Context: an optimization exercise on an open-source flow, tuned for small area, a short achievable clock period and few clock cycles. The choices shown serve that exercise and are no tape-out recipe. Where RTL was checked, it was by simulation tests only, not by an equivalence proof against the original.

==> flow/design.v <==
module gcd3_top #(parameter N = 3) (
    input  wire        clk,
    input  wire        reset,
    input  wire        start,
    input  wire [15:0] A,
    input  wire [15:0] B,
    input  wire [15:0] C,
    output wire        valid,
    output wire [15:0] D
);
    localparam IDLE = 3'd0, P0 = 3'd1, P1 = 3'd2, P2 = 3'd3, SHL = 3'd4;
    reg [2:0]  state;
    reg [16:0] a, b;
    reg [3:0]  cnt;
    wire [15:0] x    = A | B | C;
    wire        zero = ~|A | ~|B | ~|C;
    reg  [3:0]  kx;
    integer i;
    always @(*) begin
        kx = 4'd0;
        for (i = 15; i >= 0; i = i - 1)
            if (x[i]) kx = i;
    end
    wire [16:0] axb  = a ^ b;
    wire        odd2 = a[0] & b[0];
    wire        tz   = odd2 & ((~|axb[16:1]) | (&axb[16:1]));     
    wire        a1   = a[0] & ((~|a[16:1]) | (&a[16:1]));         
    wire        b1   = b[0] & ((~|b[16:1]) | (&b[16:1]));         
    wire        c0   = (cnt == 4'd0);
    wire        sub  = ~(a[1] ^ b[1]);
    wire [17:0] t    = {a[16], a} + ({b[16], b} ^ {18{sub}}) + {17'd0, sub};
    wire [14:0] ma   = a[15:1] ^ {15{a[16]}};
    wire [14:0] mb   = b[15:1] ^ {15{b[16]}};
    wire        swap = (ma >= mb);
    wire load_p1 = (state == P0) & b[0];
    wire load_p2 = (state == P1) & tz & ~a1 & ~b1;
    reg  [16:0] u;
    always @(*) begin
        if (state == IDLE)  u = {1'b0, A};
        else if (load_p1)   u = {1'b0, B};
        else if (load_p2)   u = {1'b0, C};
        else if (~b[0])     u = b;
        else                u = {t[17], t[17:2]};
    end
    reg [16:0] su;
    reg        stop;
    integer j;
    always @(*) begin
        su = u; stop = 1'b0;
        for (j = 0; j < N; j = j + 1)
            if (!stop && !su[0]) su = {su[16], su[16:1]};
            else stop = 1'b1;
    end
    wire [16:0] abs_a = {a[16:1] ^ {16{a[16]}}, a[0]};
    assign valid = c0 & ((state == SHL) | ((state == P2) & (tz | a1)) | ((state == P1) & a1));
    assign D     = abs_a[15:0];
    always @(posedge clk) b <= su;
    always @(posedge clk) begin
        if (reset) begin
            state <= IDLE;
        end else begin
            case (state)
                IDLE: if (start) begin
                    if (zero) begin
                        a     <= 17'd0;
                        cnt   <= 4'd0;
                        state <= SHL;
                    end else begin
                        cnt   <= kx;
                        state <= P0;
                    end
                end
                P0: if (b[0]) begin
                    a     <= b;
                    state <= P1;
                end
                SHL: begin
                    if (c0) state <= IDLE;
                    else begin
                        a   <= {a[15:0], 1'b0};
                        cnt <= cnt - 4'd1;
                    end
                end
                default: begin  
                    if (load_p2) begin
                        state <= P2;
                    end else if (a1 | b1 | tz) begin
                        if (c0 & ~(b1 & ~a1)) state <= IDLE;
                        else begin
                            state <= SHL;
                            if (c0) a <= 17'd1;
                            else begin
                                a   <= (b1 & ~a1) ? 17'd2 : {abs_a[15:0], 1'b0};
                                cnt <= cnt - 4'd1;
                            end
                        end
                    end else if (b[0] & swap) begin
                        a <= b;
                    end
                end
            endcase
        end
    end
endmodule
Settings: LEC_CHECK=0, ABC_AREA=1, CAP_MARGIN=0, CORE_MARGIN=2, CORE_UTILIZATION=65, SLEW_MARGIN=0; clock period 3.5 ns.
run.sh (not shown) runs the stock make flow with config.mk's settings and CLKGATE_MAP_FILE= SYNTH_SCRIPT=/design/flow/synth_recipe.tcl, a recipe that flattens the netlist after the stock synthesis.
The first run finished clean.
Testbench counts at the start, summed over its fixed seeds: cycles 2,517.
Change:
Settings changed: ABC_AREA 1 to not set, CAP_MARGIN 0 to 20, CORE_UTILIZATION 65 to 40, SLEW_MARGIN 0 to 20.
Outcome: Non-clock buffer count rose by 59. Cell area stays flat. Fmax stays flat. Utilization is lower by 24 points. Setup slack is better by 0.0047 ns. Final cell count drops by 20%. Die area rose by 43%. Count of clock-buffer cells in the layout rises by 1. Sequential share of layout area barely changes.
Change:
Settings changed: CAP_MARGIN 20 to 0, CORE_UTILIZATION 40 to 65, SLEW_MARGIN 20 to 0.
=>
- area after synthesis does not change
- setup slack degrades by 0.0030 ns
- maximum frequency hardly moves
- global-route usage came out higher by 14 points
- routed wire length came out lower by a little under a tenth
- flip-flop and latch count stays the same
- register-to-register slack stays flat
- cell area came out lower by a few percent
- non-clock buffer count came out lower by 7


gcd3_top, a different RTL version from the one above (not shown whole).
For scale: roughly 660 cells after synthesis, roughly 41 flip-flops, ~68 I/O pins.
make LEC_CHECK=0 CAP_MARGIN=20 CORE_MARGIN=2 CORE_UTILIZATION=40 SETUP_SLACK_MARGIN=0.4 SLEW_MARGIN=20 finish   # period 3.5 ns
The first run completed with no timing, DRC or antenna violations.
Next try:
==> flow/flow/run.sh (new file) <==
#!/bin/bash
set -euo pipefail
export BUFFER_PORTS_ARGS="-buffer_cell sky130_fd_sc_hd__buf_2"
bash standard.sh > standard_make.log 2>&1
==> flow/standard.sh (new file) <==
#!/bin/bash
# synth_recipe.tcl (not shown) runs the flow's synth.tcl, then flattens the netlist and writes it again
# the make line also repeats each setting of config.mk as NAME=value (left out here)
make -C /OpenROAD-flow-scripts/flow DESIGN_CONFIG=/design/flow/config.mk WORK_HOME=/design/flow/orfs CLKGATE_MAP_FILE= SYNTH_SCRIPT=/design/flow/synth_recipe.tcl "${@:-finish}"
- SETUP_SLACK_MARGIN: 0.4 -> unset
removed: flow/run.sh
After rerunning: The new run went through all stages and came out clean; via count shrinks by 3.2%; synthesized cell count stays the same; final area went down by 15%; core utilization fell by 9.1 points; routed wire length fell by 11%.
Next try:
==> flow/run.sh (new file) <==
#!/bin/bash
# synth_recipe.tcl (not shown) runs the flow's synth.tcl, then flattens the netlist and writes it again
# the make line also repeats each setting of config.mk as NAME=value (left out here)
make -C /OpenROAD-flow-scripts/flow DESIGN_CONFIG=/design/flow/config.mk WORK_HOME=/design/flow/orfs CLKGATE_MAP_FILE= SYNTH_SCRIPT=/design/flow/synth_recipe.tcl finish
removed: flow/flow/run.sh
removed: flow/standard.sh
The new run completed without violations.
Maximum frequency rose by 0.86%.
Wire length goes up by 4.7%.
Register-to-register slack gets better by 30 ps.
Clock skew hardly moves.
Setup slack improves by 29 ps.
Sequential share of layout area drops by 0.97 points.
Via count climbs by 1.1%.
Function was not checked in any run of this note: the RTL went through the layout flow alone.

==> port drivers added, routing unchanged <==
Ports are ideal in the flow. The routed layouts listed here were re-timed in OpenROAD. Step 1 assumes that a clkbuf_16 drives the clock port and a buf_2 every other input. Step 2 adds t to the input delays and takes it off the output delays; t is the mean of the earliest and latest rising clock arrival at the registers after step 1. Input paths then give back, and output paths get back, about the clock's delay inside the block. Slacks: no drivers / after step 1 / after step 2; pairs: no drivers / after step 1.
| run | t, ns | setup WS [ns] | hold WS [ns] | clock arrival spread, ns |
|---|---|---|---|---|
| the first run of note 1 | 0.345 | 0.086 / 0.050 / 0.388 | 0.587 / 0.587 / 0.587 | 0.018 / 0.018 |
| the second run of note 1 | 0.344 | 0.090 / 0.090 / 0.039 | 0.640 / 0.640 / 0.640 | 0.008 / 0.008 |
| the third run of note 1 | 0.343 | 0.087 / 0.087 / 0.017 | 0.638 / 0.638 / 0.638 | 0.017 / 0.017 |
| the first run of note 2 | 0.341 | 0.070 / 0.070 / 0.070 | 0.627 / 0.627 / 0.627 | 0.009 / 0.009 |
| the second run of note 2 | 0.332 | 0.129 / 0.129 / 0.129 | 0.621 / 0.600 / 0.621 | 0.008 / 0.009 |
| the third run of note 2 | 0.336 | 0.158 / 0.110 / 0.163 | 0.629 / 0.629 / 0.629 | 0.008 / 0.008 |
After both steps every run listed still meets setup and hold. For the third run of note 1, which loses most, drivers alone change the setup slack by 0.000 ns; drivers and shift together by -0.070 ns.
